From an optimization exercise on the open Yosys and OpenROAD flow, aimed at small area and a short achievable clock period; shortcuts taken in it are not production practice.
The RTL was checked by simulation tests, not by an equivalence proof against the original design.

## flow/design.v (module list and top-level ports; edited modules follow where they fit)
// module ConvEngine: 967 lines
module ConvEngine (
    input         clk,
    input         rst,
    input  [31:0] DMAport,
    input         acc_enable,
    input         acc_clear,
    output [31:0] result
);
  // ...
==> flow/run.sh <==
#!/bin/bash
# synth_recipe.tcl (not shown) runs the flow's synth.tcl, then flattens the netlist and writes it again
# the make line also repeats each setting of config.mk as NAME=value (left out here)
make -C /OpenROAD-flow-scripts/flow DESIGN_CONFIG=/design/flow/config.mk WORK_HOME=/design/flow/orfs CLKGATE_MAP_FILE= SYNTH_SCRIPT=/design/flow/synth_recipe.tcl finish
==> flow/config.mk <==
export PLATFORM = sky130hd
export DESIGN_NAME = ConvEngine
export DESIGN_NICKNAME = ConvEngine
export VERILOG_FILES = /design/flow/design.v
export SDC_FILE = /design/flow/constraint.sdc
export NUM_CORES = 4
export LEC_CHECK = 0
export ABC_CLOCK_PERIOD_IN_PS = 2500
export CAP_MARGIN = 20
export CORE_MARGIN = 2
export CORE_UTILIZATION = 40
export SETUP_SLACK_MARGIN = 4.5
export SLEW_MARGIN = 20
==> flow/constraint.sdc <==
create_clock -name core_clock -period 10.0 [get_ports {clk}]
set_input_delay 2.0000 -clock core_clock [delete_from_list [all_inputs] [get_ports {clk}]]
set_output_delay 2.0000 -clock core_clock [all_outputs]
set_load 0.01 [all_outputs]
==> flow_summary.json, run 1 <==
{
  "ios": 68,
  "grt_pass1_wl_um": 72400,
  "io_buffers": 63,
  "netlist_area_mm2": 0.0195,
  "syn_inst": 1726,
  "top_layer": "met4",
  "die_y_um": 225,
  "layout_commonest_cell": "inv_1",
  "gp_congestion": 0.884,
  "final-seq-area_mm2": 0.00828,
  "period_minus_slack_ps": 5430,
  "cp_num_buf_inv": 2,
  "fp-row-count": 80,
  "status": "timing/DRC/antenna clean",
  "rsz0062_at_grt": "true",
  "finalHoldViolCount": 0,
  "sequential_cell_total": 300,
  "multi_input_gates": 1142,
  "cts_post_setup_buffers_inserted": 22,
  "fill_cells": 4310,
  "finalWorstSetupSlack_ps": 4570,
  "post-route-util_pct": 46.5,
  "cts_tree": "built",
  "synthTopCellsByCount": "inv_1, a22oi_1, dfrtp_1",
  "drt_iter0_markers": 1068,
  "routedWlPerCell_um": 18.7,
  "grt_busiest_layer": "met2",
  "wl_um": 45000,
  "crit_family": "compound AO/OA/AOI/OAI gates",
  "endpoint_kind": "output pin",
  "rr_worst_depth": 20,
  "crit_chain": "ha_1 > or2_2 > o2111ai_4 > o211ai_1 > a41oi_2 > buf_6 > nor2b_1 > a211o_1 > ha_1 > clkdlybuf4s50_1"
}
==> run 2, diff against run 1 <==
--- a/flow/config.mk
+++ b/flow/config.mk
@@ -5,9 +5,9 @@
 export SDC_FILE = /design/flow/constraint.sdc
 export NUM_CORES = 4
 export LEC_CHECK = 0
-export ABC_CLOCK_PERIOD_IN_PS = 2500
+export ABC_CLOCK_PERIOD_IN_PS = 2000
 export CAP_MARGIN = 20
 export CORE_MARGIN = 2
 export CORE_UTILIZATION = 40
-export SETUP_SLACK_MARGIN = 4.5
+export SETUP_SLACK_MARGIN = 5
 export SLEW_MARGIN = 20
==> run 2 against run 1 <==
Clock-buffer cell count fell by 2. Final cell count up 1.6%. Highest routed layer unchanged. First-iteration DRC count fell by 2.4%. Via count increased by 2.0%. Register-to-register slack better by 98 ps. Wire length grew 2.9%.
==> flow_summary.json, run 2 <==
{
  "drt_iter0_markers": 1042,
  "grt_max_degree": 66,
  "arrival_ps": 5630,
  "synth_nets": 2003,
  "drc_errors": 0,
  "synthTopCellsByArea": "edfxtp_1, dfrtp_1, fa_1",
  "maxCapViolCount": 0,
  "syn_to_final_growth_pct": 17.9,
  "netlist_area_mm2": 0.0195,
  "clkTransAtPathRegs_ps": 60,
  "cp-endpoint": "X[15]",
  "rsz0062_at_grt": "true",
  "path_common_cell": "fa_1",
  "rr_worst_depth": 19,
  "status": "timing/DRC/antenna clean",
  "grt_pass1_vias": 13700,
  "synthTopCellsByCount": "inv_1, a22oi_1, dfrtp_1",
  "reg2reg_to": "X[15]",
  "avgSynthCellArea_um2": 11.3,
  "final_cell_count_no_fill": 2448,
  "core_mm2": 0.0479,
  "synth.distinct_cells": 76,
  "cts_buffers": 35,
  "slew_headroom_pct": 36.2,
  "htreeDepth": 2,
  "crit_fanout": 5,
  "ant_nets": 0,
  "reg2reg_from": "XP[14]",
  "max_freq_mhz": 192,
  "setup-violations-final": 0,
  "cp_num_buf_inv": 4,
  "fp-row-count": 80,
  "wl_um": 46300,
  "synth_edf_count": 144,
  "overflow": 0,
  "hold_class": "reg -> reg",
  "period_minus_slack_ps": 5220,
  "start_kind": "flop",
  "clkLatencyLatePin_ps": 540,
  "num_vias": 13300,
  "antenna_found_initial": 0,
  "syn_inst": 1726,
  "seq_area_frac_synth_pct": 42.3,
  "root_buffer": "clkbuf_16",
  "cts_buffer_depth": 3,
  "fp.dieArea_mm2": 0.0505,
  "cts.sinks": 300,
  "antenna_cells": 0,
  "synth_top_area_share_pct": 22.2,
  "drv_slew": 0,
  "synth-seq-cells": 300,
  "ys_warn_count": 1,
  "crit_chain": "a22oi_2 > xnor2_2 > fa_2 > inv_1 > fa_1 > inv_1 > fa_1 > fa_1 > inv_1 > fa_1 > inv_2 > ha_4 > and3_4 > nand3_2 > or3_4 > a21oi_4 > nor2_2 > xnor2_2 > a221o_1",
  "tightest_slew_ps": 954,
  "die_w_um": 225,
  "grt_pass1_wl_um": 74600,
  "fin_setup_tns_ps": 0,
  "postCtsHoldBufs": 0,
  "fill_cells": 4223,
  "yosysMostFrequentCell": "inv_1",
  "initial_utilization_pct": 40.6,
  "critPathRequiredTime_ps": 10410,
  "min_period_over_period_pct": 52.2,
  "finalWorstSetupSlack_ps": 4780,
  "gp_congestion": 0.873,
  "synthFlopType": "dfrtp_1",
  "layout_common_cells": "inv_1, edfxtp_1, fa_1, a22oi_1",
  "synthArstFlopShare_pct": 52.0,
  "fin_nets": 2084,
  "dp_hpwl_um": 32500,
  "hold_ws_ps": 463,
  "top_register": "acc_p",
  "cts_tree": "built",
  "io_buffers": 63,
  "dr.pass1.iters": 5,
  "routedWlPerCell_um": 18.9,
  "r2r_slack_ps": 4780,
  "dp_slack_ps": 4450,
  "finalHoldViolCount": 0,
  "endpoint_kind": "flop",
  "finClkSkew_ps": 13.4,
  "ios": 68,
  "crit_family": "adder cells",
  "drive_gt1_share_pct": 19.0,
  "placedCellCount": 2317,
  "largest_reg_flops": 32,
  "grt_usage_pct": 18.7,
  "post-synth-top-area-cell": "edfxtp_1",
  "via_per_inst": 5.43,
  "cp-startpoint": "XP[14]",
  "critical-path-max-stage-delay_ps": 570,
  "slowest_stage": "fa_1",
  "crit_type": "reg -> reg",
  "cp.depth": 19,
  "layout_commonest_cell": "inv_1",
  "die_y_um": 225
}
[run 2: changes by cell type in the layout (fill, tap and decap cells not counted), moves of 12 or more]
| cell | before | now |
|---|---|---|
| a22oi_1 | 137 | 125 |
| a22oi_2 | 11 | 23 |
| dfrtp_2 | 33 | 48 |
| dfrtp_1 | 114 | 99 |
| buf_2 | 2 | 16 |
| clkdlybuf4s50_1 | 51 | 39 |
| buf_4 | 44 | 76 |
[run 2: stage by stage]
stage	cell area [µm²]	utilization (%)
5_1_grt	23000	47.9
3_5_place_dp	20700	43.2
4_1_cts	22700	47.3
2_1_floorplan	19600	-
3_3_place_gp	20700	43.2
6_report	23000	47.9
[run 2: layout make-up]
cell class              instances  area, µm²  share of cell area [%]
clock buffers                  46        947                    4.13
clock inverters                17        289                    1.26
inverters                     181        686                    2.99
multi-input cells            1142      10700                    46.8
flip-flops and latches        300       8300                    36.2
well taps                     615        769                    3.35
repair buffers                147       1220                    5.30
[run 2: tightest hold or removal path, delay by kind of cell, from the launching register on]
| kind | cells | cell delay, ps |
|---|---|---|
| flops | 1 | 320 |
| compound gates | 1 | 60 |
| simple gates | 1 | 60 |
[run 2: what timing repair did]
action,in CTS,in global routing
cloned,1,0
resized for setup,182,56
buffers inserted,62,5
setup endpoints to repair,42,44
pin swaps,43,21
endpoints found under the hold margin,0,0
[run 2: cell families after synthesis]
group | synth area share, %
XOR/XNOR | 7.46
buffers and inverters | 5.61
multiplexers | 2.17
AND/OR/NAND/NOR | 7.44
flip-flops | 42.3
AO/OA/AOI/OAI | 13.9
adder cells (fa/ha/maj) | 21.1
[run 2: layer usage]
layer	GRT usage, %	vias up	share of wire [%]
met5	0	-	0
met4	5.26	0	2.3
met3	2.40	63	4.2
met2	30.8	326	48
met1	25.9	6717	45
li1	-	6191	-
[run 2: how the worst min path moves through the flow]
stage | from | end | cells after the start
5_1_grt | R0[8] | XP[8] | 2
3_5_place_dp | R0[0] | XP[0] | 2
6_report | R0[6] | XP[6] | 2
2_1_floorplan | R0[0] | XP[0] | 2
3_3_place_gp | R0[8] | XP[8] | 2
4_1_cts | R1[11] | XP[11] | 2
==> run 3, diff against run 2 <==
==> flow/flow/run.sh (new file) <==
#!/bin/bash
# The standard layout, with plain buffers (not delay cells) on the ports.
set -euo pipefail
bash standard.sh "BUFFER_PORTS_ARGS=-buffer_cell sky130_fd_sc_hd__buf_2" finish > flow_make.log 2>&1
==> flow/standard.sh (new file) <==
#!/bin/bash
# synth_recipe.tcl (not shown) runs the flow's synth.tcl, then flattens the netlist and writes it again
# the make line also repeats each setting of config.mk as NAME=value (left out here)
make -C /OpenROAD-flow-scripts/flow DESIGN_CONFIG=/design/flow/config.mk WORK_HOME=/design/flow/orfs CLKGATE_MAP_FILE= SYNTH_SCRIPT=/design/flow/synth_recipe.tcl "${@:-finish}"
--- a/flow/config.mk
+++ b/flow/config.mk
@@ -9,5 +9,6 @@
 export CAP_MARGIN = 20
 export CORE_MARGIN = 2
 export CORE_UTILIZATION = 40
+export CTS_BUF_LIST = sky130_fd_sc_hd__clkbuf_8
 export SETUP_SLACK_MARGIN = 5
 export SLEW_MARGIN = 20
removed: flow/run.sh
==> run 3 against run 2 <==
Setup slack got worse by 33 ps. Synthesized cell count did not move. Clock-buffer cell count is 19 higher. Critical path depth is 2 higher. Die area is the same. Cell area down 0.82%. Highest routed layer unchanged.
==> flow_summary.json, run 3 <==
{
  "fp-row-count": 80,
  "layout_common_cells": "inv_1, edfxtp_1, fa_1, a22oi_1, dfrtp_1",
  "min_period_over_period_pct": 52.5,
  "netlist_area_mm2": 0.0195,
  "core_mm2": 0.0479,
  "fill_cells": 4257,
  "clkTransAtPathRegs_ps": 70,
  "cts_buffers": 52,
  "maxCapViolCount": 0,
  "critPathRequiredTime_ps": 10500,
  "slew_headroom_pct": 28.1,
  "drive_gt1_share_pct": 23.4,
  "fin_nets": 2104,
  "die_w_um": 225,
  "clkLatencyLatePin_ps": 680,
  "grt_pass1_vias": 13500,
  "synthArstFlopShare_pct": 52.0,
  "cts_buffer_depth": 3,
  "period_minus_slack_ps": 5250,
  "io_buffers": 63,
  "max_freq_mhz": 190,
  "via_per_inst": 5.37,
  "ant_nets": 0,
  "htreeDepth": 2,
  "synth-seq-cells": 300,
  "drc_errors": 0,
  "synthTopCellsByArea": "edfxtp_1, dfrtp_1, fa_1",
  "synthTopCellsByCount": "inv_1, a22oi_1, dfrtp_1",
  "largest_reg_flops": 32,
  "routedWlPerCell_um": 18.9,
  "synth_edf_count": 144,
  "tightest_slew_ps": 1080,
  "top_register": "acc_p",
  "ys_warn_count": 1,
  "holdCritStartpoint": "R1[23]",
  "finalHoldViolCount": 0,
  "num_vias": 13400,
  "ios": 68,
  "endpoint_kind": "flop",
  "reg2reg_from": "XP[20]",
  "crit_fanout": 8,
  "antenna_cells": 0,
  "initial_utilization_pct": 40.6,
  "finClkSkew_ps": 69.5,
  "setup-violations-final": 0,
  "yosysMostFrequentCell": "inv_1",
  "synthFlopType": "dfrtp_1",
  "dp_hpwl_um": 32600,
  "fin_setup_tns_ps": 0,
  "grt_usage_pct": 18.6,
  "crit_type": "reg -> reg",
  "layout_commonest_cell": "inv_1",
  "syn_to_final_growth_pct": 16.9,
  "arrival_ps": 5750,
  "synth.distinct_cells": 76,
  "hold_class": "reg -> reg",
  "die_y_um": 225,
  "synth_top_area_share_pct": 22.2,
  "root_buffer": "clkbuf_8",
  "cts_tree": "built",
  "gp_congestion": 0.880,
  "post-route-util_pct": 47.5,
  "cts.sinks": 300,
  "antenna_found_initial": 0,
  "post-synth-top-area-cell": "edfxtp_1",
  "drv_slew": 0,
  "postCtsHoldBufs": 0,
  "synth_nets": 2003,
  "drt_iter0_markers": 1105,
  "grt_pass1_wl_um": 74200,
  "start_kind": "flop",
  "wl_um": 46900,
  "grt_max_degree": 75,
  "dr.pass1.iters": 6,
  "cp-startpoint": "XP[20]",
  "status": "timing/DRC/antenna clean",
  "syn_inst": 1726,
  "seq_area_frac_synth_pct": 42.3,
  "overflow": 0,
  "rsz0062_at_grt": "true",
  "avgSynthCellArea_um2": 11.3,
  "fp.dieArea_mm2": 0.0505
}
run 3: cell types whose count changed in the layout (fill, tap and decap cells not counted), sizes merged:
cell           previous run  this run
clkinv                    7         3
inv                     183       205
clkdlybuf4s50            39         0
bufinv                    6         3
clkbuf                   46        65
clkinvlp                  2         3
dlymetal6s2s              3         0
buf                     102       150
dlygate4sd2               3         0
run 3: kinds of logic after synthesis:
group                    Yosys count  synth area share (%)
multiplexers                      42                  2.17
buffers and inverters            285                  5.61
flip-flops                       300                  42.3
adder cells (fa/ha/maj)          241                  21.1
AO/OA/AOI/OAI                    379                  13.9
XOR/XNOR                         166                  7.46
AND/OR/NAND/NOR                  313                  7.44
run 3: stage by stage:
stage | instances | hold slack (ps) | setup slack (ps) | area [µm²]
4_1_cts | 2466 | 460 | 4720 | 22300
6_report | 2486 | 456 | 4750 | 22800
5_1_grt | 2486 | 467 | 4550 | 22800
2_1_floorplan | 1726 | 438 | 4890 | 19600
3_3_place_gp | 2317 | 444 | 4490 | 20400
3_5_place_dp | 2317 | 455 | 4430 | 20400
run 3: worst paths after layout:
| kind | to | slack (ps) | depth (start not counted) |
|---|---|---|---|
| setup / recovery | Y[13] | 4750 | 21 |
| hold / removal | XP[23] | 460 | 2 |
| setup reg to reg | Y[13] | 4750 | 21 |
| hold reg to reg | XP[23] | 460 | 2 |
| max in group asynchronous | acc_p[3] | 7140 | 3 |
| min in group asynchronous | acc_p[17] | 1440 | 2 |
run 3: final cells by class:
class                   count  area, µm²  area share (%)
flip-flops and latches    300       8300            36.4
repair buffers            150       1030            4.52
clock inverters            33        249            1.09
well taps                 615        769            3.38
inverters                 181        683            3.00
multi-input cells        1142      10800            47.6
clock buffers              65        895            3.93
run 3: metal layers:
metal	up-vias	wire (µm)	track usage, %
li1	6228	-	-
met1	6716	21000	25.4
met2	327	22600	30.5
met3	83	1990	3.04
met4	0	1290	6.00
met5	-	0	0
run 3: worst max-delay path, cell delays in order (launching register included):
cell and delay (ps):
dfrtp_2 500, a22oi_2 190, xnor2_2 90, fa_2 410, fa_1 570, inv_2 40, fa_1 480, inv_2 40
fa_1 530, inv_1 50, fa_1 530, inv_2 70, ha_4 250, buf_6 110, a21oi_2 120, o21ai_1 80
a21o_1 220, a21oi_4 200, a21boi_2 100, or3_1 320, nand2_2 100, o31ai_1 70
run 3: repair_timing:
item | 4_1_cts | 5_1_grt
endpoints found under the setup margin | 37 | 41
pin swaps | 53 | 50
cloned | 1 | 0
gates resized for setup | 124 | 77
endpoints found under the hold margin | 0 | 0
buffers inserted | 50 | 20
==> run 4, diff against run 3 <==
==> flow/run.sh (new file) <==
#!/bin/bash
# synth_recipe.tcl (not shown) runs the flow's synth.tcl, then flattens the netlist and writes it again
# the make line also repeats each setting of config.mk as NAME=value (left out here)
make -C /OpenROAD-flow-scripts/flow DESIGN_CONFIG=/design/flow/config.mk WORK_HOME=/design/flow/orfs CLKGATE_MAP_FILE= SYNTH_SCRIPT=/design/flow/synth_recipe.tcl finish
--- a/flow/config.mk
+++ b/flow/config.mk
@@ -5,10 +5,10 @@
 export SDC_FILE = /design/flow/constraint.sdc
 export NUM_CORES = 4
 export LEC_CHECK = 0
-export ABC_CLOCK_PERIOD_IN_PS = 2000
+export ABC_CLOCK_PERIOD_IN_PS = 2500
 export CAP_MARGIN = 20
 export CORE_MARGIN = 2
 export CORE_UTILIZATION = 40
 export CTS_BUF_LIST = sky130_fd_sc_hd__clkbuf_8
-export SETUP_SLACK_MARGIN = 5
+export SETUP_SLACK_MARGIN = 4.5
 export SLEW_MARGIN = 20
removed: flow/flow/run.sh
removed: flow/standard.sh
==> run 4 against run 3 <==
Final cell count fell by 1.7%. Area after synthesis unchanged. Clock-buffer cell count down 5. First-iteration DRC count fell by 8.2%. Global-route usage fell by 0.37 points. Critical endpoint is now result[17]. Via count decreased by 2.0%. Still clean on timing, DRC and antenna. Critical path type is now reg -> out. Register-to-register slack lost 50 ps. Non-clock buffer count fell by 40.
==> flow_summary.json, run 4 <==
{
  "status": "timing/DRC/antenna clean",
  "grt_max_degree": 75,
  "cts_buffers": 51,
  "syn_to_final_growth_pct": 14.0,
  "dr.pass1.iters": 5,
  "tightest_slew_ps": 974,
  "crit_type": "reg -> out",
  "avgSynthCellArea_um2": 11.3,
  "fin_nets": 2063,
  "period_minus_slack_ps": 5370,
  "synth.distinct_cells": 76,
  "finClkSkew_ps": 40.8,
  "clkTransAtPathRegs_ps": 60,
  "ys_warn_count": 1,
  "synthArstFlopShare_pct": 52.0,
  "endpoint_kind": "output pin",
  "drv_slew": 0,
  "met1_usage_pct": 25.4,
  "cts.sinks": 300,
  "ios": 68,
  "antenna_found_initial": 0,
  "fp.dieArea_mm2": 0.0505,
  "overflow": 0,
  "arrival_ps": 3370,
  "synthFlopType": "dfrtp_1",
  "start_kind": "flop",
  "die_w_um": 225,
  "placedCellCount": 2319,
  "dp_hpwl_um": 32500,
  "maxCapViolCount": 0,
  "routedWlPerCell_um": 18.5,
  "wl_um": 45300,
  "grtUsageMet3_pct": 2.53,
  "synthTopCellsByCount": "inv_1, a22oi_1, dfrtp_1",
  "grt_usage_pct": 18.3,
  "initial_utilization_pct": 40.6,
  "via_per_inst": 5.36,
  "yosysMostFrequentCell": "inv_1",
  "synthTopCellsByArea": "edfxtp_1, dfrtp_1, fa_1",
  "grt_pass1_vias": 13300,
  "antenna_cells": 0,
  "drt_iter0_markers": 1014,
  "fp-row-count": 80,
  "root_buffer": "clkbuf_8",
  "holdPathStages": 2,
  "clkLatencyLatePin_ps": 660,
  "syn_inst": 1726,
  "synth_edf_count": 144,
  "synth_nets": 2003,
  "met2_usage_pct": 29.4,
  "critPathRequiredTime_ps": 8000,
  "rr_worst_depth": 19,
  "min_period_over_period_pct": 53.7,
  "post-synth-top-area-cell": "edfxtp_1",
  "htreeDepth": 2,
  "ant_nets": 0,
  "synth-seq-cells": 300,
  "num_vias": 13100,
  "setup-violations-final": 0,
  "hold_class": "reg -> reg",
  "top_register": "acc_p",
  "max_freq_mhz": 186,
  "core_mm2": 0.0479,
  "cts_buffer_depth": 3,
  "grt_busiest_layer": "met2",
  "slew_headroom_pct": 35.0,
  "io_buffers": 63,
  "finalHoldViolCount": 0,
  "rsz0062_at_grt": "true",
  "grt_pass1_wl_um": 72800,
  "netlist_area_mm2": 0.0195,
  "layout_commonest_cell": "inv_1",
  "gp_congestion": 0.884,
  "largest_reg_flops": 32,
  "postCtsHoldBufs": 0,
  "die_y_um": 225,
  "seq_area_frac_synth_pct": 42.3,
  "final_cell_count_no_fill": 2443,
  "finalWorstSetupSlack_ps": 4630,
  "layout_common_cells": "inv_1, edfxtp_1, fa_1, a22oi_1, dfrtp_1",
  "drc_errors": 0,
  "crit_fanout": 3,
  "fin_setup_tns_ps": 0,
  "drive_gt1_share_pct": 13.2,
  "synth_top_area_share_pct": 22.2,
  "cts_tree": "built",
  "dp_slack_ps": 4320
}
[run 4: worst paths after layout]
path,startpoint,endpoint,slack (ps)
max reg2reg,XP[20],X[15],4700
min,R0[0],XP[0],450
max,acc_p[5],result[17],4630
min reg2reg,R0[0],XP[0],450
max in group asynchronous,rst,acc_p[3],6840
min in group asynchronous,rst,acc_p[16],1780
[run 4: kinds of logic (layout without fill, tap and decap cells)]
logic type	count (synthesis)	count (layout)	share of synthesized area [%]
AO/OA/AOI/OAI	379	379	13.9
AND/OR/NAND/NOR	313	314	7.44
flip-flops	300	300	42.3
buffers and inverters	285	386	5.61
adder cells (fa/ha/maj)	241	241	21.1
XOR/XNOR	166	166	7.46
multiplexers	42	42	2.17
[run 4: worst max-delay path, cell delays in order (launching register included)]
cell	delay [ps]
dfrtp_2	400
ha_1	210
or2_2	310
o2111ai_2	230
o211ai_1	190
a41oi_2	190
buf_6	160
nor2b_1	60
a211o_1	320
ha_1	180
nor2_1	120
xnor2_1	130
clkdlybuf4s15_2	240
[run 4: per-layer routing]
metal / vias up / wire, µm / share of wire (%)
met5: - / 0 / 0
met4: 0 / 1240 / 2.7
met3: 77 / 1880 / 4.2
met2: 343 / 21400 / 47
met1: 6520 / 20800 / 46
li1: 6145 / - / -
[run 4: final cells by class]
| type | instances | area (µm²) |
|---|---|---|
| clock inverters | 35 | 292 |
| well taps | 615 | 769 |
| inverters | 181 | 683 |
| multi-input cells | 1142 | 10400 |
| clock buffers | 60 | 826 |
| repair buffers | 110 | 963 |
| flip-flops and latches | 300 | 8280 |
| fillers | 4359 | 25700 |
[run 4: per-stage QoR]
step	util (%)	hold WS, ps	instance area [µm²]
6_report	46.3	448	22200
5_1_grt	46.3	491	22200
4_1_cts	46.0	440	22000
3_5_place_dp	43.1	454	20700
3_3_place_gp	43.1	445	20700
2_1_floorplan	-	438	19500
[run 4: repair_timing]
action                                  CTS  global route
cloned                                    1             0
endpoints found under the hold margin     0             0
endpoints found under the setup margin   28            18
resized for setup                        47            45
setup buffers                            27             1
pin swaps                                 7            10

## afterwards: timing with drivers on the ports
In the flow no input, the clock included, has a driving cell. The finished layouts below were timed again as built, in two steps.
Step 1: set_driving_cell puts a clkbuf_16 on clk and a buf_2 on each other input, an assumption about the parent block.
Step 2, shift: input delay + t, output delay - t, t = (earliest + latest rising clock arrival at the registers) / 2. This alone moves slack from input paths to output paths.
Slacks: ideal ports / drivers / drivers and shift; pairs: ideal ports / drivers.
run | t (ns) | slack for setup (ns) | clock arrival spread, ns
run 1 | 0.601 | 4.567 / 4.510 / 4.500 | 0.031 / 0.030
run 2 | 0.589 | 4.778 / 4.761 / 4.542 | 0.014 / 0.014
run 3 | 0.700 | 4.745 / 4.744 / 4.745 | 0.070 / 0.070
run 4 | 0.697 | 4.628 / 4.574 / 4.467 | 0.042 / 0.042
After both steps setup and hold are still met in every run listed. The setup slack of run 2, which loses most, moves by -0.017 ns with the drivers and by -0.236 ns with both steps.
